This design comes from an exercise in tuning for small area, a short achievable clock period and few clock cycles on the open sky130 flow, not from production work.
The RTL was checked by simulation tests, not by an equivalence proof against the original design.
No activity file was given, so power comes from the tool's default toggle rates.

==> job 5859 <==
// mips_mc
module mips_mc (
  input         clock,
  input         reset,
  input  [31:0] mem_rdata,
  output [31:0] mem_addr,
  output [31:0] mem_wdata,
  output        mem_we
);
export LEC_CHECK = 0
export CAP_MARGIN = 20
export CORE_MARGIN = 2
export CORE_UTILIZATION = 40
export SLEW_MARGIN = 20
create_clock -name core_clock -period 12.0 [get_ports {clock}]
standard.sh (not shown) runs the stock make flow with config.mk's settings and CLKGATE_MAP_FILE= SYNTH_SCRIPT=/design/flow/synth_recipe.tcl, a recipe that flattens the netlist after the stock synthesis.
==> flow/flow/run.sh <==
#!/bin/bash
# Own flow: the standard ORFS layout (standard.sh: unchanged synthesis
# script, SDC and flow scripts), run with a tighter repair target so that
# the layout is optimised below the 12 ns constraint (repair_timing aims
# for SETUP_SLACK_MARGIN ns of setup slack), a denser core, larger clock
# tree clusters and wider max-cap/max-slew margins for repair_design.
# make's full output goes to flow_make.log; ORFS keeps each step's log
# under orfs/logs/.
set -euo pipefail
cd "$(dirname "$0")/.."
bash standard.sh SETUP_SLACK_MARGIN=8 ABC_CLOCK_PERIOD_IN_PS=3500 \
  CORE_UTILIZATION=50 CTS_CLUSTER_SIZE=24 CTS_CLUSTER_DIAMETER=60 \
  CAP_MARGIN=30 \
  finish > flow_make.log 2>&1
==> job 8249 (differences from job 5859) <==
--- a/flow/design.v
+++ b/flow/design.v
@@ -9,11 +9,10 @@
   reg  [31:2] pc;           
   reg  [31:2] ma;           
   reg         we_r;         
   reg         dv;
   reg  [31:0] d_ir;
-  reg  [31:1] d_rs_oh, d_rt_oh;    
   reg         xv;
   reg  [31:0] xa, xb, xsd;  
   reg  [31:2] x_bt;         
   reg  [4:0]  x_rs, x_rt, x_dst;
   reg         x_sub, x_slt, x_log, x_and, x_or, x_xor, x_nor, x_imm;
@@ -45,18 +44,20 @@
   wire        d_zext = (d_op == 6'h0c) | (d_op == 6'h0d) | (d_op == 6'h0e);
   wire        d_imm = ~d_r & ~d_beq & ~d_bne;
   wire [4:0]  d_dst = d_r ? d_ir[15:11] : d_rt;
   wire        d_wr  = (d_r | (d_op == 6'h08) | (d_op == 6'h0a) | d_zext) & (d_dst != 5'd0);
   wire        d_pt  = (d_beq | d_bne) & (d_ir[15:4] == 12'hFFF);   
+  wire [31:0] d_rs_dec = 32'd1 << d_rs;
+  wire [31:0] d_rt_dec = 32'd1 << d_rt;
   reg  [31:0] ra, rb;
   integer k;
   always @* begin
     ra = 32'd0;
     rb = 32'd0;
     for (k = 1; k < 32; k = k + 1) begin
-      ra = ra | ({32{d_rs_oh[k]}} & rf[k*32 +: 32]);
-      rb = rb | ({32{d_rt_oh[k]}} & rf[k*32 +: 32]);
+      ra = ra | ({32{d_rs_dec[k]}} & rf[k*32 +: 32]);
+      rb = rb | ({32{d_rt_dec[k]}} & rf[k*32 +: 32]);
     end
   end
   wire [31:0] opbx = xb ^ {32{x_sub}};
   wire [32:0] s33  = {xa, 1'b1} + {opbx, x_sub};    
   wire [31:0] sum  = s33[32:1];
@@ -81,12 +82,10 @@
   wire [31:2] resume = (dv & d_j)  ? {pc[31:28], d_ir[25:0]} :
                        (dv & d_pt) ? d_tgt : pc;
   wire [31:0] in    = mem_rdata;
   wire        f_j   = (in[31:26] == 6'h02);
   wire        f_pt  = ((in[31:26] == 6'h04) | (in[31:26] == 6'h05)) & (in[15:4] == 12'hFFF);
-  wire [31:0] f_rs_dec = 32'd1 << in[25:21];
-  wire [31:0] f_rt_dec = 32'd1 << in[20:16];
   wire [31:2] pc_seq = ma + 30'd1;
   wire [5:0]  f_lo   = {1'b0, ma[5:2], 1'b1} + {1'b0, in[3:0], 1'b1};
   wire [31:6] ma_hm1 = ma[31:6] - 26'd1;
   wire [31:2] f_tgt  = {f_lo[5] ? ma[31:6] : ma_hm1, f_lo[4:1]};
   wire [31:2] f_dest = f_j ? {pc_seq[31:28], in[25:0]} : f_tgt;
@@ -136,12 +135,10 @@
       if (m_fix & (x_rs == m_dst)) xa <= ldat;
       if (m_fix & (x_rt == m_dst) & ~x_imm) xb <= ldat;
       if (m_fix & (x_rt == m_dst)) xsd <= ldat;
     end else begin
       d_ir  <= in;
-      d_rs_oh <= f_rs_dec[31:1];
-      d_rt_oh <= f_rt_dec[31:1];
       xa    <= da;
       xb    <= db;
       xsd   <= dsd;
       x_bt  <= d_alt;
       x_pt  <= d_pt;
==> flow/flow/run.sh (replaced) <==
#!/bin/bash
# Own flow: the standard ORFS layout (standard.sh: unchanged synthesis
# script, SDC and flow scripts), run with a tighter repair target so that
# the layout is optimised below the 12 ns constraint (repair_timing aims
# for SETUP_SLACK_MARGIN ns of setup slack), a denser core and larger clock
# tree clusters. make's full output goes to flow_make.log; ORFS keeps each
# step's log under orfs/logs/.
set -euo pipefail
cd "$(dirname "$0")/.."
bash standard.sh SETUP_SLACK_MARGIN=8 ABC_CLOCK_PERIOD_IN_PS=3500 \
  CORE_UTILIZATION=50 CTS_CLUSTER_SIZE=30 CTS_CLUSTER_DIAMETER=80 \
  finish > flow_make.log 2>&1
==> qor.csv <==
metric;value;unit
ir_drop;0.142;mV
pwr.group.combinational;4360;uW
cts_setup_buffers;35;
postLayoutCoreUtil;58.6;%
regToRegEndpoint;rf[508]$_DFFE_PP_;
swShare;36.0;%
layout.cells.most_common_list;sky130_fd_sc_hd__edfxtp_1 (1284), sky130_fd_sc_hd__a22oi_1 (430), sky130_fd_sc_hd__nand2_1 (312);
outcome;finished clean;
seq_power_share;48.2;%
global_route.usage.met1;57.3;%
synth_seq_cells;1350;
nonClockInverterCount;108;
area_delta_synth_final;15.9;%
reg2reg_setup_slack;7880;ps
first_global_vias;51408;
Source of the figures above: job 5859

==> qor.csv <==
metric;value;unit
largest_register_ffs;992;
global_route.usage.met1;58.1;%
cts_setup_buffers;95;
synth_seq_cells;1288;
regToRegEndpoint;xb[21]$_DFFE_PP_;
swShare;35.5;%
first_global_vias;50950;
pwr.group.combinational;3290;uW
outcome;finished clean;
area_delta_synth_final;12.8;%
reg2reg_setup_slack;7820;ps
nonClockInverterCount;120;
synth_flop_cell;sky130_fd_sc_hd__edfxtp_1;
worst_path_largest_cell_delay;570;ps
layout.cells.most_common_list;sky130_fd_sc_hd__edfxtp_1 (1222), sky130_fd_sc_hd__a22oi_1 (878), sky130_fd_sc_hd__nand2_1 (543);
postLayoutCoreUtil;56.8;%
Source of the figures above: job 8249

Testbench counts of job 5859, summed over its fixed seeds: cycles 80,319.
Testbench counts of job 8249, summed over its fixed seeds: cycles 80,319.

-- re-timing with driven ports --
No port has a modelled driver above. Below, the same layouts with a new extraction and two added sets of constraints.
Step 1 assumes that a clkbuf_16 drives the clock port and a buf_2 every other input.
Step 2 times the ports against the registers' clock, not the clock port: input delays grow and output delays shrink by t, the midpoint of the rising clock arrivals with the driver on.
a / b / c = no drivers / after step 1 / after step 2; a / b = the first two.
| run | t (ns) | slack for setup (ns) | worst hold slack (ns) | slew at the worst register clock pin (ns) |
|---|---|---|---|---|
| job 5859 | 0.852 | 7.885 / 7.885 / 7.222 | 0.452 / 0.452 / 0.452 | 0.10 / 0.10 |
| job 8249 | 0.800 | 7.822 / 7.822 / 7.157 | 0.442 / 0.442 / 0.442 | 0.12 / 0.12 |
After both steps setup and hold are still met in every run listed. For job 8249, which loses most, drivers alone change the setup slack by 0.000 ns; drivers and shift together by -0.665 ns.
